Context: an optimization exercise on an open-source flow, tuned for small area, a short achievable clock period and few clock cycles per item. The choices shown serve that exercise and are no tape-out recipe. No functional check of the RTL was part of any run shown here.

## flow/run.sh

```bash
#!/bin/bash
# synth_recipe.tcl (not shown) runs the flow's synth.tcl, then flattens the netlist and writes it again
# the make line also repeats each setting of config.mk as NAME=value (left out here)
make -C /OpenROAD-flow-scripts/flow DESIGN_CONFIG=/design/flow/config.mk WORK_HOME=/design/flow/orfs CLKGATE_MAP_FILE= SYNTH_SCRIPT=/design/flow/synth_recipe.tcl finish
```

## flow/config.mk

```make
export PLATFORM = sky130hd
export DESIGN_NAME = block_solver
export DESIGN_NICKNAME = block_solver
export VERILOG_FILES = /design/flow/design.v
export SDC_FILE = /design/flow/constraint.sdc
export NUM_CORES = 8
export LEC_CHECK = 0
export CAP_MARGIN = 20
export CORE_MARGIN = 2
export CORE_UTILIZATION = 40
export SLEW_MARGIN = 20
```

## flow/constraint.sdc

```tcl
create_clock -name core_clock -period 16.0 [get_ports {clk}]
set_input_delay 3.2000 -clock core_clock [delete_from_list [all_inputs] [get_ports {clk}]]
set_output_delay 3.2000 -clock core_clock [all_outputs]
set_load 0.01 [all_outputs]
```

## flow/design.v

```verilog
`timescale 1ns / 1ps
module k_table(
    input [5:0] round,
    output reg [31:0] constant
    );
    always @*
    begin
    case (round)
        6'h00 : constant <= 32'h428a2f98;
        6'h01 : constant <= 32'h71374491;
        6'h02 : constant <= 32'hb5c0fbcf;
        6'h03 : constant <= 32'he9b5dba5;
        6'h04 : constant <= 32'h3956c25b;
        6'h05 : constant <= 32'h59f111f1;
        6'h06 : constant <= 32'h923f82a4;
        6'h07 : constant <= 32'hab1c5ed5;
        6'h08 : constant <= 32'hd807aa98;
        6'h09 : constant <= 32'h12835b01;
        6'h0a : constant <= 32'h243185be;
        6'h0b : constant <= 32'h550c7dc3;
        6'h0c : constant <= 32'h72be5d74;
        6'h0d : constant <= 32'h80deb1fe;
        6'h0e : constant <= 32'h9bdc06a7;
        6'h0f : constant <= 32'hc19bf174;
        6'h10 : constant <= 32'he49b69c1;
        6'h11 : constant <= 32'hefbe4786;
        6'h12 : constant <= 32'h0fc19dc6;
        6'h13 : constant <= 32'h240ca1cc;
        6'h14 : constant <= 32'h2de92c6f;
        6'h15 : constant <= 32'h4a7484aa;
        6'h16 : constant <= 32'h5cb0a9dc;
        6'h17 : constant <= 32'h76f988da;
        6'h18 : constant <= 32'h983e5152;
        6'h19 : constant <= 32'ha831c66d;
        6'h1a : constant <= 32'hb00327c8;
        6'h1b : constant <= 32'hbf597fc7;
        6'h1c : constant <= 32'hc6e00bf3;
        6'h1d : constant <= 32'hd5a79147;
        6'h1e : constant <= 32'h06ca6351;
        6'h1f : constant <= 32'h14292967;
        6'h20 : constant <= 32'h27b70a85;
        6'h21 : constant <= 32'h2e1b2138;
        6'h22 : constant <= 32'h4d2c6dfc;
        6'h23 : constant <= 32'h53380d13;
        6'h24 : constant <= 32'h650a7354;
        6'h25 : constant <= 32'h766a0abb;
        6'h26 : constant <= 32'h81c2c92e;
        6'h27 : constant <= 32'h92722c85;
        6'h28 : constant <= 32'ha2bfe8a1;
        6'h29 : constant <= 32'ha81a664b;
        6'h2a : constant <= 32'hc24b8b70;
        6'h2b : constant <= 32'hc76c51a3;
        6'h2c : constant <= 32'hd192e819;
        6'h2d : constant <= 32'hd6990624;
        6'h2e : constant <= 32'hf40e3585;
        6'h2f : constant <= 32'h106aa070;
        6'h30 : constant <= 32'h19a4c116;
        6'h31 : constant <= 32'h1e376c08;
        6'h32 : constant <= 32'h2748774c;
        6'h33 : constant <= 32'h34b0bcb5;
        6'h34 : constant <= 32'h391c0cb3;
        6'h35 : constant <= 32'h4ed8aa4a;
        6'h36 : constant <= 32'h5b9cca4f;
        6'h37 : constant <= 32'h682e6ff3;
        6'h38 : constant <= 32'h748f82ee;
        6'h39 : constant <= 32'h78a5636f;
        6'h3a : constant <= 32'h84c87814;
        6'h3b : constant <= 32'h8cc70208;
        6'h3c : constant <= 32'h90befffa;
        6'h3d : constant <= 32'ha4506ceb;
        6'h3e : constant <= 32'hbef9a3f7;
        default: constant <= 32'hc67178f2;
endcase
end
endmodule
`timescale 1ns / 1ps
module sha_round(start_state, round_constant, message, result);
input [255:0] start_state;
input [31:0] round_constant;
input [31:0] message;
output [255:0] result;
function [63:0] csa;
    input [31:0] x;
    input [31:0] y;
    input [31:0] z;
    reg [31:0] cy;
    begin
        cy = (x & y) | (z & (x | y));
        csa = {cy[30:0], 1'b0, x ^ y ^ z};
    end
endfunction
wire [31:0] a = start_state[255:224];
wire [31:0] b = start_state[223:192];
wire [31:0] c = start_state[191:160];
wire [31:0] d = start_state[159:128];
wire [31:0] e = start_state[127:96];
wire [31:0] f = start_state[95:64];
wire [31:0] g = start_state[63:32];
wire [31:0] h = start_state[31:0];
wire [31:0] ch = (e & f) ^ (~e & g);
wire [31:0] ma = (a & b) | (c & (a | b));
wire [31:0] sum0 = {a[1:0], a[31:2]} ^ {a[12:0], a[31:13]} ^ {a[21:0], a[31:22]};
wire [31:0] sum1 = {e[5:0], e[31:6]} ^ {e[10:0], e[31:11]} ^ {e[24:0], e[31:25]};
wire [63:0] x = csa(h, round_constant, message);       
wire [63:0] ey = csa(d, ch, sum1);
wire [63:0] ez = csa(x[31:0], x[63:32], ey[31:0]);
wire [63:0] ev = csa(ez[31:0], ez[63:32], ey[63:32]);
wire [31:0] e_out = ev[31:0] + ev[63:32];
wire [63:0] ap = csa(ch, sum1, sum0);
wire [63:0] aq = csa(x[31:0], x[63:32], ma);
wire [63:0] ar = csa(ap[31:0], ap[63:32], aq[31:0]);
wire [63:0] au = csa(ar[31:0], ar[63:32], aq[63:32]);
wire [31:0] a_out = au[31:0] + au[63:32];
assign result = {a_out, a, b, c, e_out, e, f, g};
endmodule
`timescale 1ns / 1ps
module message_schedule(w0, w1, w9, w14, message);
input [31:0] w0;
input [31:0] w1;
input [31:0] w9;
input [31:0] w14;
output [31:0] message;
wire [31:0] s0 = {w1[6:0], w1[31:7]} ^ {w1[17:0], w1[31:18]} ^ {3'b0, w1[31:3]};
wire [31:0] s1 = {w14[16:0], w14[31:17]} ^ {w14[18:0], w14[31:19]} ^ {10'b0, w14[31:10]};
wire [31:0] p = w0 ^ w9 ^ s0;
wire [31:0] pc = (w0 & w9) | (s0 & (w0 | w9));
wire [31:0] pcs = {pc[30:0], 1'b0};
wire [31:0] q = p ^ pcs ^ s1;
wire [31:0] qc = (p & pcs) | (s1 & (p | pcs));
wire [31:0] qcs = {qc[30:0], 1'b0};
assign message = q + qcs;
endmodule
`timescale 1ns / 1ps
module sha_core #(parameter LOADLO = 0) (
    input clk,
    input ld,
    input [31:0] k,
    input [255:0] init,
    input head_comp,
    input [31:0] head_alt,
    input [31:0] wa,
    input [31:0] we,
    input r61,
    input r62,
    input r63,
    output [255:0] st
);
    reg [255:0] s;
    reg [511:0] w;
    wire [255:0] s_next;
    wire [31:0] wnew;
    sha_round core_op (
        .start_state (s),
        .round_constant (k),
        .message (w[31:0]),
        .result (s_next)
    );
    message_schedule messages (
        .w0 (w[31:0]),
        .w1 (w[63:32]),
        .w9 (w[9*32 +: 32]),
        .w14 (w[14*32 +: 32]),
        .message (wnew)
    );
    wire [31:0] head = head_comp ? wnew : head_alt;
    wire [511:0] shifted = {head, w[511:32]};
    always @(posedge clk) begin
        s <= ld ? init : s_next;
        if (LOADLO) begin
            w[511:352] <= shifted[511:352];
            w[351:320] <= r61 ? we : shifted[351:320];                  
            w[319:288] <= shifted[319:288];
            w[287:256] <= r62 ? we : shifted[287:256];                  
            w[255:224] <= shifted[255:224];
            w[223:192] <= r61 ? wa : (r63 ? we : shifted[223:192]);     
            w[191:160] <= shifted[191:160];
            w[159:128] <= r62 ? wa : (ld ? we : shifted[159:128]);      
            w[127:96]  <= shifted[127:96];
            w[95:64]   <= r63 ? wa : shifted[95:64];                    
            w[63:32]   <= shifted[63:32];
            w[31:0]    <= ld ? wa : shifted[31:0];                      
        end else begin
            w <= shifted;
        end
    end
    assign st = s;
endmodule
`timescale 1ns / 1ps
module block_solver (
	input clk,
	input rst_n,
	input [255:0] midstate,
	input [95:0] header_leftovers,
	input [255:0] target,
	input [31:0] nonce_start,
	output [2:0] state_out,
	output [31:0] current_nonce
);
localparam [255:0] IV = {
	32'h6a09e667, 32'hbb67ae85, 32'h3c6ef372, 32'ha54ff53a,
	32'h510e527f, 32'h9b05688c, 32'h1f83d9ab, 32'h5be0cd19};
reg [5:0] t;         
reg ld;              
reg [1:0] fill;      
reg done;
reg nosol;
reg [31:0] cur;      
reg [31:0] mwa, mwe;  
reg hlt, hgt, llt, lgt;    
reg r61, r62, r63;         
reg p0;                    
wire [31:0] k;
k_table constants (.round(t), .constant(k));
wire [255:0] s_in;
wire [255:0] s_out;
wire [31:0] cur1 = cur + 32'd1;
wire [31:0] feed = fill[1] ? {cur[31:1] + 31'd1, cur[0]} : (fill[0] ? cur1 : cur);
reg [31:0] in_alt;
always @(*) begin
	in_alt = 32'h0;
	if (ld) in_alt = 32'h00000280;
	else case (t)
		6'd49: in_alt = header_leftovers[95:64];
		6'd50: in_alt = header_leftovers[63:32];
		6'd51: in_alt = header_leftovers[31:0];
		6'd52: in_alt = feed;    
		6'd53: in_alt = 32'h80000000;
		default: in_alt = 32'h0;
	endcase
end
wire head_comp = !ld && (t < 6'd48);
wire [31:0] out_alt = ld ? 32'h00000100 : (t == 6'd57 ? 32'h80000000 : 32'h0);
reg [31:0] ia_w, ie_w, ta_w, te_w;
always @(*) begin
	if (r61) begin
		ia_w = IV[159:128];       ie_w = IV[31:0];
		ta_w = target[127:96];    te_w = target[255:224];
	end else if (r62) begin
		ia_w = IV[191:160];       ie_w = IV[63:32];
		ta_w = target[95:64];     te_w = target[223:192];
	end else if (r63) begin
		ia_w = IV[223:192];       ie_w = IV[95:64];
		ta_w = target[63:32];     te_w = target[191:160];
	end else begin
		ia_w = IV[255:224];       ie_w = IV[127:96];
		ta_w = target[31:0];      te_w = target[159:128];
	end
end
always @(posedge clk) begin
	if (!ld && t == 6'd60) begin
		mwa <= midstate[159:128]; mwe <= midstate[31:0];
	end else if (r61) begin
		mwa <= midstate[191:160]; mwe <= midstate[63:32];
	end else if (r62) begin
		mwa <= midstate[223:192]; mwe <= midstate[95:64];
	end else begin
		mwa <= midstate[255:224]; mwe <= midstate[127:96];
	end
end
wire [31:0] h1a = s_in[255:224] + mwa;
wire [31:0] h1e = s_in[127:96] + mwe;
wire [31:0] h2a = s_out[255:224] + ia_w;
wire [31:0] h2e = s_out[127:96] + ie_w;
wire [31:0] hva = {h2a[7:0], h2a[15:8], h2a[23:16], h2a[31:24]};
wire [31:0] hve = {h2e[7:0], h2e[15:8], h2e[23:16], h2e[31:24]};
sha_core #(.LOADLO(0)) inner_core (
	.clk(clk), .ld(ld), .k(k), .init(midstate),
	.head_comp(head_comp), .head_alt(in_alt),
	.wa(32'b0), .we(32'b0), .r61(r61), .r62(r62), .r63(r63), .st(s_in));
sha_core #(.LOADLO(1)) outer_core (
	.clk(clk), .ld(ld), .k(k), .init(IV),
	.head_comp(head_comp), .head_alt(out_alt),
	.wa(h1a), .we(h1e), .r61(r61), .r62(r62), .r63(r63), .st(s_out));
wire hi_lt = hve < te_w;
wire hi_gt = hve > te_w;
wire lo_lt = hva < ta_w;
wire lo_gt = hva > ta_w;
wire hlt_n = (hlt | (!hgt & hi_lt)) & !r61 | r61 & hi_lt;
wire hgt_n = (hgt | (!hlt & hi_gt)) & !r61 | r61 & hi_gt;
wire llt_n = (llt | (!lgt & lo_lt)) & !r61 | r61 & lo_lt;
wire lgt_n = (lgt | (!llt & lo_gt)) & !r61 | r61 & lo_gt;
wire found = hlt | (!hgt & llt);
wire last = &cur;    
always @(posedge clk) begin
	hlt <= hlt_n;
	hgt <= hgt_n;
	llt <= llt_n;
	lgt <= lgt_n;
	if (!rst_n) begin
		t <= 6'd49;
		ld <= 1'b0;
		fill <= 2'd0;
		done <= 1'b0;
		nosol <= 1'b0;
		cur <= nonce_start;
		r61 <= 1'b0;
		r62 <= 1'b0;
		r63 <= 1'b0;
		p0 <= 1'b0;
	end else begin
		r61 <= !ld && (t == 6'd60);
		r62 <= r61;
		r63 <= r62;
		p0 <= ld;
		if (!ld) t <= t + 6'd1;
		ld <= r63;
		if (p0 && !done) begin
			if (fill != 2'd2) begin
				fill <= fill + 2'd1;
			end else if (found) begin
				done <= 1'b1;
			end else if (last) begin
				done <= 1'b1;
				nosol <= 1'b1;
			end else begin
				cur <= cur1;
			end
		end
	end
end
assign state_out = {1'b0, done, nosol};
assign current_nonce = cur;
endmodule
```

==> results of run 1 <==
-- stage by stage --
step           std cells  setup slack, ps
2_1_floorplan       8515            10260
3_3_place_gp       11720             8661
3_5_place_dp       11720             9064
4_1_cts            12050             9461
5_1_grt            12060             9101
6_report           12060             9336
-- per-layer routing --
layer	vias to the layer above	global-route usage	part of all wire
met1	32220	0.3934	0.43
li1	29600	-	-
met3	467	0.04218	0.062
met2	2294	0.4729	0.46
met5	-	0	0.00018
met4	10	0.1335	0.051
-- placed cells by master, fill, tap and decap left out, types with 42 or more instances in the layout --
master and count:
nand3_1 60, dfxtp_1 1647, nor3_1 81, a31oi_1 46
nor2_1 561, a21oi_1 558, a21o_1 165, o21a_1 47
buf_4 98, inv_1 612, nor2b_1 143, nand4_1 45
o21ai_0 432, o22ai_1 42, xnor2_1 624, clkbuf_16 184
ha_1 372, fa_1 616, nand2_1 474, xor2_1 231
mux2_2 342, clkdlybuf4s50_1 674, nand2b_1 56, maj3_1 42
or2_2 128, mux2i_1 188, a211oi_1 51
-- synth_stat cells, drive strengths merged, types with 15 or more instances --
| master | number | area share |
|---|---|---|
| or2 | 128 | 0.0092 |
| xor2 | 232 | 0.023 |
| o21bai | 29 | 0.0025 |
| o211ai | 32 | 0.0028 |
| inv | 616 | 0.027 |
| and2 | 30 | 0.0022 |
| maj3 | 43 | 0.0050 |
| edfxtp | 32 | 0.011 |
| nand4 | 45 | 0.0032 |
| nand2 | 476 | 0.021 |
| nor2b | 143 | 0.010 |
| buf | 66 | 0.0032 |
| o21a | 47 | 0.0041 |
| o21ai | 439 | 0.025 |
| mux2 | 342 | 0.044 |
| o311ai | 19 | 0.0021 |
| a21o | 165 | 0.014 |
| clkbuf | 356 | 0.015 |
| ha | 372 | 0.054 |
| nor2 | 563 | 0.024 |
| a211oi | 52 | 0.0045 |
| a222oi | 28 | 0.0032 |
| o31ai | 26 | 0.0025 |
| a31oi | 47 | 0.0035 |
| fa | 616 | 0.14 |
| dfxtp | 1651 | 0.38 |
| a21oi | 559 | 0.032 |
| a21boi | 36 | 0.0031 |
| nand2b | 57 | 0.0041 |
| mux2i | 188 | 0.022 |
| nor3 | 82 | 0.0048 |
| xnor2 | 626 | 0.063 |
| nand3 | 60 | 0.0035 |
| a311oi | 15 | 0.0015 |
| o22ai | 42 | 0.0030 |
| and3 | 37 | 0.0027 |
-- worst max-delay path by stage --
stage,cells after the start,slack (ps),endpoint
after global routing,27,9100,lgt$_DFF_P_
final,21,9340,inner_core.s[126]$_DFF_P_
after global placement,9,8660,inner_core.core_op.round_constant[0]$_DFF_P_
after floorplan,4,10260,cur[0]$_DFFE_PP_
after CTS,21,9460,inner_core.s[126]$_DFF_P_
after detailed placement,10,9060,inner_core.core_op.round_constant[1]$_DFF_P_
-- flip-flops by register name, summed over array words and instances (netlist names) --
| register | flops |
|---|---|
| inner_core.w | 512 |
| outer_core.w | 512 |
| inner_core.s | 256 |
| outer_core.s | 256 |
| cur | 32 |
| inner_core.core_op.round_constant | 32 |
| mwa | 32 |
| mwe | 32 |
| t | 6 |
| fill | 2 |
| done | 1 |
| hgt | 1 |
| hlt | 1 |
| ld | 1 |
| lgt | 1 |
| llt | 1 |
| nosol | 1 |
| p0 | 1 |
| r61 | 1 |
| r62 | 1 |
| r63 | 1 |
-- cell families after synthesis --
family,share of synthesized area
buf+inv,0.04530
flops,0.3912
fa+ha+maj,0.2003
compound gates,0.1198
simple gates,0.09077
other cells,0.00004313
mux,0.06619
xor+xnor,0.08643
-- layout make-up --
cell class | count | share of cell area
multi-input combinational | 5791 | 0.4766
sequential | 1683 | 0.3306
timing repair buffer | 777 | 0.07360
clock buffer | 241 | 0.04964
tap | 2854 | 0.03470
inverter | 619 | 0.02258
clock inverter | 89 | 0.01221
antenna | 4 | 0.00009726
==> reports/metrics.cfg, run 1 <==
[setup_path]
critical_path_peak_fanout=6
cp_cell_sequence=xnor2_1 -> xnor2_1 -> fa_1 -> inv_1 -> fa_1 -> inv_1 -> fa_1 -> ha_1 -> inv_1 -> fa_1 -> nor2b_1 -> o21ai_0 -> a21oi_1 -> o2111ai_1 -> a311oi_1 -> o31ai_1 -> a41oi_1 -> or4_1 -> a31oi_1 -> xor2_1 -> o21ai_0
slowest_stage=o2111ai_1
cp-start-kind=flop
cp_top_family=compound AO/OA/AOI/OAI gates
rr_startpoint=inner_core.s[123]$_DFF_P_
end_kind=flop
criticalPathCategory=flop to flop
crit_arrival_ps=7310
slowest_delay_ps=580
reg2regPathDepth=21
ff2ff_setup_slack_ps=9340
regToRegEndpoint=inner_core.s[126]$_DFF_P_
crit_start=inner_core.s[123]$_DFF_P_
cp_common_cell=fa_1
cp.buffers_inverters=3
cp.required_ps=16650

[cts]
h-tree-depth=4
clk_pin_slew_ps=60
clock_path_buffers=3
cts_tree=built
cts_resized=0
root_buffer=clkbuf_16
postCtsSetupBuffers=0
cts_buffers=181
clk_latency_ps=860
numClockSinks=1683
hold_buffers=0

[logic_synthesis]
synth_seq_cells=1683
avgSynthCellArea_um2=10.21
syn_inst=8515
synthFlopType=dfxtp_1
synth.distinct_cells=96
yosysSeqAreaShare=0.3912
synth_edf_count=32
yosys_warnings=5
async_flop_share=0
syn_area_mm2=0.08695
synth_nets=10150

[placement]
hpwl_um=268000
placed_cell_area_mm2=0.09652
gp_congestion=0.9926
io_buffers=675

[sta]
relSlewSlack=0.2196
slew_viol_final=0
fin_crit_sh=0.4165
holdWs_ps=276.3
worst_slew_pin_slew_ps=1160
layout_min_cycle_time_ps=6664
setup_viol=0
tns_ps=0
hold_viol=0
rsz0062_at_grt=false
skew_ps=84.30
fmax_mhz=150.1

[die]
coreArea_mm2=0.2165
dieWidth_um=470.2
num_io_pins=677
dieArea_mm2=0.2211
rows=171
initial_core_util=0.4016
die-height_um=470.2

[flow_run]
cap_violations=0

[status]
status=no timing/DRC/antenna violations

[global_route]
grt_max_degree=217
antenna_found_initial=26
grt_overflow=0
grt_pass1_wl_um=470800
grt_usage=0.2947
first_global_vias=65100

[cells_and_area]
seq_area_mm2=0.03403
layout-drive-gt1-share=0.1005
multiInputGateArea_mm2=0.04905
fillCellCount=20090
stdcell_area_mm2=0.1029
nets=10680
final_core_util=0.4753
areaGrowthSynthToFinish_pct=18.37

[worst_hold_path]
min_path_type=flop to flop
whs_path_depth=0
holdCritStartpoint=outer_core.w[412]$_DFF_P_
whs_endpoint=outer_core.w[380]$_DFF_P_

[drt]
wl_per_cell_um=27.51
drc_errors=0
drt-pass1-iter-count=7
wl_um=331700
drt_iter0_drc=5243
antenna_left=0
routed_via_density=5.357
vias=64590

==> inputs of run 2 (changes only) <==
--- a/flow/config.mk
+++ b/flow/config.mk
@@ -5,7 +5,7 @@
 export SDC_FILE = /design/flow/constraint.sdc
 export NUM_CORES = 8
 export LEC_CHECK = 0
-export CAP_MARGIN = 20
+export CAP_MARGIN = 80
 export CORE_MARGIN = 2
 export CORE_UTILIZATION = 40
-export SLEW_MARGIN = 20
+export SLEW_MARGIN = 80
==> run 2 against run 1 <==
Fmax down 1.1%. Critical endpoint is now hgt$_DFF_P_. Sequential cell count stayed put. Critical path type unchanged. Still clean. Critical path depth is 13 higher.
==> reports/metrics.cfg, run 2 <==
[status]
status=no timing/DRC/antenna violations  ; unchanged

[drt]
vias=66290  ; was 64590
routed_via_density=5.349  ; was 5.357
drt-pass1-iter-count=9  ; was 7
wl_per_cell_um=27.11  ; was 27.51 µm
wl_um=335900  ; was 331700 µm
drc_errors=0  ; unchanged
antenna_left=0  ; unchanged
drt_iter0_drc=5080  ; was 5243

[cts]
hold_buffers=0  ; unchanged
clk_pin_slew_ps=70  ; was 60 ps
postCtsSetupBuffers=0  ; unchanged
clock_path_buffers=3  ; unchanged
root_buffer=clkbuf_16  ; unchanged
cts_buffers=182  ; was 181
cts_resized=0  ; unchanged
cts_tree=built  ; unchanged
clk_latency_ps=870  ; was 860 ps
h-tree-depth=4  ; unchanged
numClockSinks=1683  ; unchanged

[sta]
rsz0062_at_grt=false  ; unchanged
skew_ps=84.00  ; was 84.30 ps
hold_viol=0  ; unchanged
layout_min_cycle_time_ps=6739  ; was 6664 ps
slew_viol_final=0  ; unchanged
fin_crit_sh=0.4212  ; was 0.4165
tns_ps=0  ; unchanged
holdWs_ps=293.0  ; was 276.3 ps
setup_viol=0  ; unchanged
fmax_mhz=148.4  ; was 150.1 MHz

[logic_synthesis]
yosys_warnings=5  ; unchanged
synth_top_cell_area_share=0.3801  ; unchanged
synthTopCellsByCount=dfxtp_1 (1651), xnor2_1 (626), fa_1 (616)  ; unchanged
synth_top_area_cell=dfxtp_1  ; unchanged
async_flop_share=0  ; unchanged
avgSynthCellArea_um2=10.21  ; unchanged
yosys-top-cells-area=dfxtp_1 (38%), fa_1 (14%), xnor2_1 (6.3%)  ; unchanged
syn_area_mm2=0.08695  ; unchanged
syn_inst=8515  ; unchanged
yosysMostFrequentCell=dfxtp_1  ; unchanged
yosysSeqAreaShare=0.3912  ; unchanged
synth_seq_cells=1683  ; unchanged
synth_edf_count=32  ; unchanged
synthFlopType=dfxtp_1  ; unchanged
synth.distinct_cells=96  ; unchanged
synth_nets=10150  ; unchanged

[setup_path]
slowest_delay_ps=400  ; was 580 ps
reg2regPathDepth=34  ; was 21
criticalPathCategory=flop to flop  ; unchanged
cp.required_ps=16690  ; was 16650 ps
ff2ff_setup_slack_ps=9260  ; was 9340 ps
slowest_stage=dfxtp_4  ; was o2111ai_1
crit_arrival_ps=7430  ; was 7310 ps
regToRegEndpoint=hgt$_DFF_P_  ; was inner_core.s[126]$_DFF_P_
cp-start-kind=flop  ; unchanged
end_kind=flop  ; unchanged
rr_startpoint=r61$_SDFF_PN0_  ; was inner_core.s[123]$_DFF_P_
critical_path_peak_fanout=36  ; was 6
cp_common_cell=o21a_1  ; was fa_1

[die]
num_io_pins=677  ; unchanged
rows=171  ; unchanged
die-height_um=470.2  ; unchanged
coreArea_mm2=0.2165  ; unchanged
dieWidth_um=470.2  ; unchanged
dieArea_mm2=0.2211  ; unchanged
initial_core_util=0.4016  ; unchanged

[worst_hold_path]
holdCritStartpoint=outer_core.w[416]$_DFF_P_  ; was outer_core.w[412]$_DFF_P_
whs_path_depth=0  ; unchanged
min_path_type=flop to flop  ; unchanged
whs_endpoint=outer_core.w[384]$_DFF_P_  ; was outer_core.w[380]$_DFF_P_

[global_route]
antenna_found_initial=23  ; was 26
grt_use_met3=0.04791  ; was 0.04218
grt_busiest_layer=met2  ; unchanged
grt_util_met2=0.4749  ; was 0.4729
grt_pass1_wl_um=477000  ; was 470800 µm
grt_overflow=0  ; unchanged
grt_usage=0.2977  ; was 0.2947
first_global_vias=66930  ; was 65100
grt.met1_usage=0.3914  ; was 0.3934
grt_max_degree=52  ; was 217

[cells_and_area]
fillCellCount=19130  ; was 20090
final_cell_mix=dfxtp_1 (1386), fa_1 (613), clkdlybuf4s50_1 (609), inv_1 (607), nor2_1 (519)  ; was dfxtp_1 (1647), clkdlybuf4s50_1 (674), xnor2_1 (624), fa_1 (616), inv_1 (612)
areaGrowthSynthToFinish_pct=28.98  ; was 18.37%
reg_top3=inner_core.w: 512 flops, outer_core.w: 512 flops  ; unchanged
nets=11010  ; was 10680
layout_commonest_cell=dfxtp_1  ; unchanged
layout-drive-gt1-share=0.2349  ; was 0.1005
final_core_util=0.5179  ; was 0.4753

[placement]
io_buffers=675  ; unchanged
gp_congestion=0.9926  ; unchanged
hpwl_um=277700  ; was 268000 µm

[flow_run]
cap_violations=0  ; unchanged

==> run 2: cell count changes in the layout (fill, tap and decap cells not counted), moves of 42 or more <==
cell	before	now
a21oi_2	1	57
xnor2_1	624	344
xnor2_2	2	268
buf_2	1	176
o21ai_0	432	330
dfxtp_2	0	167
xor2_1	231	183
buf_1	0	63
a21oi_1	558	488
dfxtp_1	1647	1386
dfxtp_4	4	98
clkdlybuf4s50_1	674	609
o21ai_2	1	50
nor2_1	561	519
==> run 2: stage by stage <==
| step | setup WS (ps) | std cells | area, µm² |
|---|---|---|---|
| 6_report | 9261 | 12390 | 112100 |
| 5_1_grt | 8896 | 12390 | 112100 |
| 4_1_cts | 9638 | 12370 | 110800 |
| 3_3_place_gp | 8661 | 11720 | 96490 |
| 2_1_floorplan | 10260 | 8515 | 86950 |
| 3_5_place_dp | 9697 | 12020 | 104300 |
==> run 2: cell families (layout without fill, tap and decap cells) <==
group | count (synthesis) | count (layout) | share of synthesized area
flip-flops | 1683 | 1683 | 0.3912
AND/OR/NAND/NOR | 1689 | 1689 | 0.09077
other | 1 | 2 | 0.00004313
multiplexers | 531 | 531 | 0.06619
AO/OA/AOI/OAI | 1681 | 1681 | 0.1198
buffers and inverters | 1041 | 2063 | 0.04530
XOR/XNOR | 858 | 858 | 0.08643
adder cells (fa/ha/maj) | 1031 | 1031 | 0.2003
==> run 2: worst max path at each step <==
stage / to / depth (start not counted) / startpoint
3_3_place_gp: inner_core.core_op.round_constant[0]$_DFF_P_ / 9 / rst_n
4_1_cts: inner_core.s[254]$_DFF_P_ / 23 / inner_core.core_op.round_constant[2]$_DFF_P_
6_report: hgt$_DFF_P_ / 34 / r61$_SDFF_PN0_
2_1_floorplan: cur[0]$_DFFE_PP_ / 4 / rst_n
5_1_grt: hgt$_DFF_P_ / 34 / r61$_SDFF_PN0_
3_5_place_dp: hgt$_DFF_P_ / 18 / target[129]
==> run 2: critical path: cells and delay by family (launching register included) <==
family | cells | cell delay, ps
buf+inv | 9 | 1950
xor+xnor | 1 | 140
compound gates | 18 | 3020
fa+ha+maj | 2 | 540
flops | 1 | 400
simple gates | 4 | 490
==> run 2: cell type report <==
class | count | area (µm²) | area share
Sequential cell | 1683 | 34590 | 0.3084
Inverter | 619 | 2330 | 0.02077
Tap cell | 2854 | 3571 | 0.03184
Clock inverter | 84 | 1205 | 0.01074
Timing Repair Buffer | 1103 | 10760 | 0.09595
Clock buffer | 257 | 5241 | 0.04674
Multi-Input combinational cell | 5791 | 54440 | 0.4855
Antenna cell | 1 | 2.502 | 0.00002231
==> run 2: per-layer routing <==
layer / part of all wire / vias up
met2: 0.45 / 2346
met3: 0.063 / 556
met4: 0.058 / 12
li1: - / 30310
met1: 0.42 / 33060
met5: 0.00023 / -
==> inputs of run 3 (changes only) <==
==> flow/flow/run.sh (new file) <==
#!/bin/bash
# Standard layout, with the resizer asked for 11 ns of setup slack (a 5 ns
# period) instead of none.
set -euo pipefail
export SETUP_SLACK_MARGIN=11
bash standard.sh > standard.log 2>&1
==> flow/standard.sh (new file) <==
#!/bin/bash
# synth_recipe.tcl (not shown) runs the flow's synth.tcl, then flattens the netlist and writes it again
# the make line also repeats each setting of config.mk as NAME=value (left out here)
make -C /OpenROAD-flow-scripts/flow DESIGN_CONFIG=/design/flow/config.mk WORK_HOME=/design/flow/orfs CLKGATE_MAP_FILE= SYNTH_SCRIPT=/design/flow/synth_recipe.tcl "${@:-finish}"
--- a/flow/config.mk
+++ b/flow/config.mk
@@ -5,7 +5,7 @@
 export SDC_FILE = /design/flow/constraint.sdc
 export NUM_CORES = 8
 export LEC_CHECK = 0
-export CAP_MARGIN = 80
+export CAP_MARGIN = 20
 export CORE_MARGIN = 2
 export CORE_UTILIZATION = 40
-export SLEW_MARGIN = 80
+export SLEW_MARGIN = 20
removed: flow/run.sh
==> run 3 against run 2 <==
Still clean. Area after synthesis did not move. First-iteration DRC count up 21%. Die area did not move. Utilization is 2.0 points lower. Cell count shrank 0.96%. Global-route usage barely moved. Fmax is 24% higher. Sequential cell count did not move. Clock skew decreased by 31 ps. Non-clock buffer count down 113.
==> reports/metrics.cfg, run 3 <==
[status]
status=no timing/DRC/antenna violations  ; unchanged

[cts]
clk_pin_slew_ps=60  ; was 70 ps
clock_path_buffers=3  ; unchanged
root_buffer=clkbuf_16  ; unchanged
cts_tree=built  ; unchanged
h-tree-depth=4  ; unchanged
hold_buffers=0  ; unchanged
clk_latency_ps=840  ; was 870 ps
numClockSinks=1683  ; unchanged
cts_buffers=176  ; was 182

[setup_path]
end_kind=flop  ; unchanged
cp.required_ps=16720  ; was 16690 ps
critical_path_peak_fanout=2  ; was 36
criticalPathCategory=flop to flop  ; unchanged
crit_arrival_ps=6140  ; was 7430 ps
cp-start-kind=flop  ; unchanged

[sta]
skew_ps=53.24  ; was 84.00 ps
holdWs_ps=318.2  ; was 293.0 ps
tns_ps=0  ; unchanged
layout_setup_ws_ps=10580  ; was 9261 ps
hold_viol=0  ; unchanged
slew_viol_final=0  ; unchanged
fin_crit_sh=0.3388  ; was 0.4212
worst_slew_pin_slew_ps=1211
setup_viol=0  ; unchanged
rsz0062_at_grt=true  ; was false
layout_min_cycle_time_ps=5421  ; was 6739 ps
fmax_mhz=184.5  ; was 148.4 MHz
relSlewSlack=0.1871

[drt]
routed_via_density=5.408  ; was 5.349
drt_iter0_drc=6168  ; was 5080
vias=66370  ; was 66290
wl_per_cell_um=27.54  ; was 27.11 µm
drc_errors=0  ; unchanged
antenna_left=0  ; unchanged
drt-pass1-iter-count=7  ; was 9
wl_um=338000  ; was 335900 µm

[placement]
hpwl_um=264200  ; was 277700 µm
dp_slack_ps=9074  ; was 9697 ps
dp.cells=11730  ; was 12020
io_buffers=675  ; unchanged
gp_congestion=1.010  ; was 0.9926
placed_cell_area_mm2=0.09661  ; was 0.1043 mm²

[logic_synthesis]
synth_top_area_cell=dfxtp_1  ; unchanged
async_flop_share=0  ; unchanged
avgSynthCellArea_um2=10.21  ; unchanged
synth_edf_count=32  ; unchanged
yosys_warnings=5  ; unchanged
syn_area_mm2=0.08695  ; unchanged
syn_inst=8515  ; unchanged
synth_top_cell_area_share=0.3801  ; unchanged
synthTopCellsByCount=dfxtp_1 (1651), xnor2_1 (626), fa_1 (616)  ; unchanged
synthFlopType=dfxtp_1  ; unchanged
yosys-top-cells-area=dfxtp_1 (38%), fa_1 (14%), xnor2_1 (6.3%)  ; unchanged
yosysSeqAreaShare=0.3912  ; unchanged
yosysMostFrequentCell=dfxtp_1  ; unchanged
synth_seq_cells=1683  ; unchanged
synth_nets=10150  ; unchanged
synth.distinct_cells=96  ; unchanged

[cells_and_area]
nets=10890  ; was 11010
reg_top3=inner_core.w: 512 flops, outer_core.w: 512 flops  ; unchanged
areaGrowthSynthToFinish_pct=24.09  ; was 28.98%
final_cells=12270  ; was 12390
final_core_util=0.4983  ; was 0.5179
stdcell_area_mm2=0.1079  ; was 0.1121 mm²
layout-drive-gt1-share=0.1732  ; was 0.2349
layout_commonest_cell=dfxtp_1  ; unchanged
final_cell_mix=dfxtp_1 (1504), clkdlybuf4s50_1 (635), fa_1 (596), inv_1 (590), nor2_1 (547)  ; was dfxtp_1 (1386), fa_1 (613), clkdlybuf4s50_1 (609), inv_1 (607), nor2_1 (519)

[die]
die-height_um=470.2  ; unchanged
initial_core_util=0.4016  ; unchanged
rows=171  ; unchanged
num_io_pins=677  ; unchanged
dieArea_mm2=0.2211  ; unchanged
dieWidth_um=470.2  ; unchanged
coreArea_mm2=0.2165  ; unchanged

[global_route]
grt_usage=0.2972  ; was 0.2977
grt_max_degree=178  ; was 52
first_global_vias=66170  ; was 66930
grt_pass1_wl_um=474700  ; was 477000 µm
antenna_found_initial=16  ; was 23
grt_overflow=0  ; unchanged

[worst_hold_path]
min_path_type=flop to flop  ; unchanged

[flow_run]
cap_violations=0  ; unchanged

-- run 3: cell counts after synthesis --
Identical to the previous run, type by type.
-- run 3: area by class of cell --
type                            instances  area, µm²
Antenna cell                           16      40.04
Clock buffer                          228       4871
Clock inverter                         92       1206
Fill cell                           19820     108600
Inverter                              619       2364
Multi-Input combinational cell       5791      51750
Sequential cell                      1683      34340
Tap cell                             2854       3571
Timing Repair Buffer                  990       9751
-- run 3: cells by family after synthesis --
family                   count (synthesis)  synth area share
flip-flops                            1683            0.3912
other                                    1        0.00004313
adder cells (fa/ha/maj)               1031            0.2003
XOR/XNOR                               858           0.08643
buffers and inverters                 1041           0.04530
multiplexers                           531           0.06619
AND/OR/NAND/NOR                       1689           0.09077
AO/OA/AOI/OAI                         1681            0.1198
-- run 3: path summary, 6_finish.rpt --
path	startpoint	slack, ps	endpoint	cells after the start
hold reg to reg	outer_core.w[84]$_DFF_P_	320	outer_core.w[52]$_DFF_P_	0
hold / removal	outer_core.w[84]$_DFF_P_	320	outer_core.w[52]$_DFF_P_	0
setup / recovery	inner_core.core_op.round_constant[1]$_DFF_P_	10580	inner_core.s[254]$_DFF_P_	24
setup reg to reg	inner_core.core_op.round_constant[1]$_DFF_P_	10580	inner_core.s[254]$_DFF_P_	24
-- run 3: worst max-delay path, stage by stage (launching register included) --
cell       delay, ps
dfxtp_4          400
buf_6            140
buf_12           120
fa_1             370
inv_2            100
fa_1             410
inv_1             90
fa_1             440
fa_1             510
ha_2             200
inv_2             40
fa_2             360
nor2b_1          130
o21a_1           190
o21ai_2           90
a21oi_2          240
a31o_4           230
a2111oi_4         80
buf_4            150
nor3_4           250
o211ai_1         130
buf_4            180
a21oi_2          150
mux2i_1          210
nand2_1           60
-- run 3: routing by layer --
| layer | GRT usage | vias to the layer above | wire length [µm] |
|---|---|---|---|
| met3 | 0.04953 | 625 | 23390 |
| met4 | 0.1580 | 8 | 21010 |
| met1 | 0.3927 | 32920 | 142300 |
| met2 | 0.4658 | 2721 | 151200 |
| met5 | 0 | - | 65 |
| li1 | - | 30090 | - |
-- run 3: timing repair --
item	CTS	global route
gates cloned	3	4
endpoints found under the setup margin	157	74
pin swaps	178	122
gates resized for setup	611	221
buffers inserted	145	54
==> inputs of run 4 (changes only) <==
==> flow/flow/run.sh (replaced) <==
#!/bin/bash
# Standard layout, with the resizer asked for 12 ns of setup slack (a 4 ns
# period) instead of none.
set -euo pipefail
export SETUP_SLACK_MARGIN=12
bash standard.sh > standard.log 2>&1
==> run 4 against run 3 <==
Still clean. Die area stayed put. Utilization up 2.6 points. Clock skew is 16 ps higher. Sequential cell count stayed put. Critical path depth shrank 4. Wire length decreased by 0.25%. Setup slack worse by 160 ps. Count of clock-buffer cells in the layout up 9. Register-to-register slack lost 160 ps. Fmax fell by 2.8%. Non-clock buffer count rose by 181. Critical endpoint is now outer_core.s[254]$_SDFF_PP1_.
==> reports/metrics.cfg, run 4 <==
[sta]
setup_viol=0  ; unchanged
fin_crit_sh=0.3485  ; was 0.3388
layout_min_cycle_time_ps=5576  ; was 5421 ps
slew_viol_final=0  ; unchanged
rsz0062_at_grt=true  ; unchanged
worst_slew_pin_slew_ps=1092  ; was 1211 ps
hold_viol=0  ; unchanged
relSlewSlack=0.2670  ; was 0.1871
fmax_mhz=179.3  ; was 184.5 MHz
tns_ps=0  ; unchanged
holdWs_ps=283.9  ; was 318.2 ps
skew_ps=68.84  ; was 53.24 ps

[setup_path]
cp_common_cell=fa_1  ; unchanged
end_kind=flop  ; unchanged
slowest_stage=fa_1  ; unchanged
criticalPathCategory=flop to flop  ; unchanged
cp-start-kind=flop  ; unchanged
slowest_delay_ps=540  ; was 510 ps
cp.required_ps=16770  ; was 16720 ps
crit_arrival_ps=6340  ; was 6140 ps
critical_path_peak_fanout=3  ; was 2
cp_cell_sequence=fa_1 -> fa_1 -> inv_1 -> fa_1 -> fa_2 -> inv_2 -> ha_4 -> inv_2 -> fa_2 -> nor2b_4 -> o21ai_2 -> a21oi_2 -> o21ai_2 -> o22ai_4 -> a221o_2 -> a2111o_1 -> a41o_1 -> o21ba_4 -> a31oi_4 -> mux2i_1  ; was buf_6 -> buf_12 -> fa_1 -> inv_2 -> fa_1 -> inv_1 -> fa_1 -> fa_1 -> ha_2 -> inv_2 -> fa_2 -> nor2b_1 -> o21a_1 -> o21ai_2 -> a21oi_2 -> a31o_4 -> a2111oi_4 -> buf_4 -> nor3_4 -> o211ai_1 -> buf_4 -> a21oi_2 -> mux2i_1 -> nand2_1
ff2ff_setup_slack_ps=10420  ; was 10580 ps

[status]
status=no timing/DRC/antenna violations  ; unchanged

[global_route]
grt_pass1_wl_um=477400  ; was 474700 µm
antenna_found_initial=14  ; was 16
grt_usage=0.2969  ; was 0.2972
first_global_vias=67820  ; was 66170
grt_overflow=0  ; unchanged
grt_max_degree=170  ; was 178

[drt]
wl_um=337200  ; was 338000 µm
drt_iter0_drc=5812  ; was 6168
routed_via_density=5.385  ; was 5.408
vias=67120  ; was 66370
wl_per_cell_um=27.05  ; was 27.54 µm
drc_errors=0  ; unchanged
drt-pass1-iter-count=6  ; was 7
antenna_left=0  ; unchanged

[die]
die-height_um=470.2  ; unchanged
rows=171  ; unchanged
initial_core_util=0.4016  ; unchanged
dieWidth_um=470.2  ; unchanged
coreArea_mm2=0.2165  ; unchanged
dieArea_mm2=0.2211  ; unchanged
num_io_pins=677  ; unchanged

[cts]
cts_buffers=180  ; was 176
clock_path_buffers=3  ; unchanged
cts_tree=built  ; unchanged
clk_pin_slew_ps=70  ; was 60 ps
h-tree-depth=4  ; unchanged
clk_latency_ps=880  ; was 840 ps
root_buffer=clkbuf_16  ; unchanged
numClockSinks=1683  ; unchanged

[logic_synthesis]
synth_seq_cells=1683  ; unchanged
synthFlopType=dfxtp_1  ; unchanged
synth.distinct_cells=96  ; unchanged
syn_inst=8515  ; unchanged
yosys-top-cells-area=dfxtp_1 (38%), fa_1 (14%), xnor2_1 (6.3%)  ; unchanged
synthTopCellsByCount=dfxtp_1 (1651), xnor2_1 (626), fa_1 (616)  ; unchanged
yosysMostFrequentCell=dfxtp_1  ; unchanged
synth_edf_count=32  ; unchanged
avgSynthCellArea_um2=10.21  ; unchanged
synth_top_cell_area_share=0.3801  ; unchanged
yosys_warnings=5  ; unchanged
synth_nets=10150  ; unchanged
syn_area_mm2=0.08695  ; unchanged
synth_top_area_cell=dfxtp_1  ; unchanged
yosysSeqAreaShare=0.3912  ; unchanged
async_flop_share=0  ; unchanged

[cells_and_area]
nets=11080  ; was 10890
layout_commonest_cell=dfxtp_1  ; unchanged
seq_area_mm2=0.03443  ; was 0.03434 mm²
multiInputGateArea_mm2=0.05479  ; was 0.05175 mm²
areaGrowthSynthToFinish_pct=30.63  ; was 24.09%
reg_top3=inner_core.w: 512 flops, outer_core.w: 512 flops  ; unchanged
layout-drive-gt1-share=0.2375  ; was 0.1732
stdcell_area_mm2=0.1136  ; was 0.1079 mm²
final_cell_mix=dfxtp_1 (1477), clkdlybuf4s50_1 (637), fa_1 (592), inv_1 (578), nor2_1 (514)  ; was dfxtp_1 (1504), clkdlybuf4s50_1 (635), fa_1 (596), inv_1 (590), nor2_1 (547)
fillCellCount=19020  ; was 19820

[placement]
hpwl_um=256500  ; was 264200 µm
placed_cell_area_mm2=0.09778  ; was 0.09661 mm²
gp_congestion=0.9869  ; was 1.010
io_buffers=675  ; unchanged

[worst_hold_path]
min_path_type=flop to flop  ; unchanged

[flow_run]
cap_violations=0  ; unchanged

==> run 4: cell counts after synthesis <==
Identical to the previous run, type by type.
==> run 4: stage by stage <==
step | utilization | cells | setup WS, ps
after CTS | 0.5098 | 12330 | 10540
after global placement | 0.4516 | 11720 | 9019
final | 0.5246 | 12470 | 10420
after global routing | 0.5245 | 12460 | 10290
after detailed placement | 0.4516 | 11720 | 9106
after floorplan | - | 8515 | 10520
==> run 4: layer usage <==
metal | wire length (µm) | track usage | share of wire
met3 | 23920 | 0.04912 | 0.071
met5 | 13 | 0 | 0.000039
met1 | 140400 | 0.3899 | 0.42
met2 | 152700 | 0.4704 | 0.45
met4 | 20180 | 0.1535 | 0.060
==> run 4: what timing repair did <==
item / CTS / global route
buffers inserted: 254 / 131
gates cloned: 21 / 0
gates resized for setup: 988 / 436
hold buffers: 0 / 0
pin swaps: 318 / 298
endpoints found under the setup margin: 330 / 256
==> run 4: critical path, delay by kind of cell (launching register included) <==
family / cells / cell delay, ps
fa+ha+maj: 6 / 2460
compound gates: 9 / 2220
flops: 1 / 410
mux: 1 / 190
buf+inv: 3 / 160
simple gates: 1 / 50
==> run 4: path summary, 6_finish.rpt <==
kind                                                     start                           end  cells after the start
setup / recovery  inner_core.core_op.round_constant[2]$_DFF_P_  outer_core.s[254]$_SDFF_PP1_                     20
hold / removal                       outer_core.w[212]$_DFF_P_     outer_core.w[180]$_DFF_P_                      0
setup reg to reg  inner_core.core_op.round_constant[2]$_DFF_P_  outer_core.s[254]$_SDFF_PP1_                     20
hold reg to reg                      outer_core.w[212]$_DFF_P_     outer_core.w[180]$_DFF_P_                      0
==> run 4: area by class of cell <==
type / instances / share of cell area
multi-input cells: 5796 / 0.4824
flip-flops and latches: 1683 / 0.3031
repair buffers: 1171 / 0.1040
clock buffers: 237 / 0.04465
well taps: 2854 / 0.03144
inverters: 619 / 0.02135
clock inverters: 98 / 0.01286
diodes: 7 / 0.0001542
==> run 4: cell families (layout without fill, tap and decap cells) <==
group                    after synthesis  after routing  synth area share
other                                  1              8        0.00004313
AO/OA/AOI/OAI                       1681           1681            0.1198
multiplexers                         531            531           0.06619
flip-flops                          1683           1683            0.3912
adder cells (fa/ha/maj)             1031           1031            0.2003
buffers and inverters               1041           2125           0.04530
AND/OR/NAND/NOR                     1689           1694           0.09077
XOR/XNOR                             858            858           0.08643

==> static timing again, ports no longer ideal <==
How much do the figures lean on ideal ports? The routed layouts below were timed once more, with nothing changed but the port constraints.
Step 1 sets driving cells, clkbuf_16 on the clock port and buf_2 on the other inputs (assumed; they add their load-dependent delay and slew).
Step 2, shift: input delay + t, output delay - t, t = (earliest + latest rising clock arrival at the registers) / 2. This alone moves slack from input paths to output paths.
a / b / c = ideal / step 1 / step 2; a / b = the first two.
run | shift t [ns] | setup WS [ns] | worst setup path after step 2
run 1 | 0.922 | 9.336 / 9.336 / 8.866 | input to register
run 2 | 0.924 | 9.261 / 9.261 / 9.261 | register to register
run 3 | 0.925 | 10.579 / 10.579 / 9.840 | input to register
run 4 | 0.939 | 10.424 / 10.424 / 9.710 | input to register
After both steps setup and hold are still met in every run listed. For run 3, which loses most, drivers alone change the setup slack by 0.000 ns; drivers and shift together by -0.739 ns.
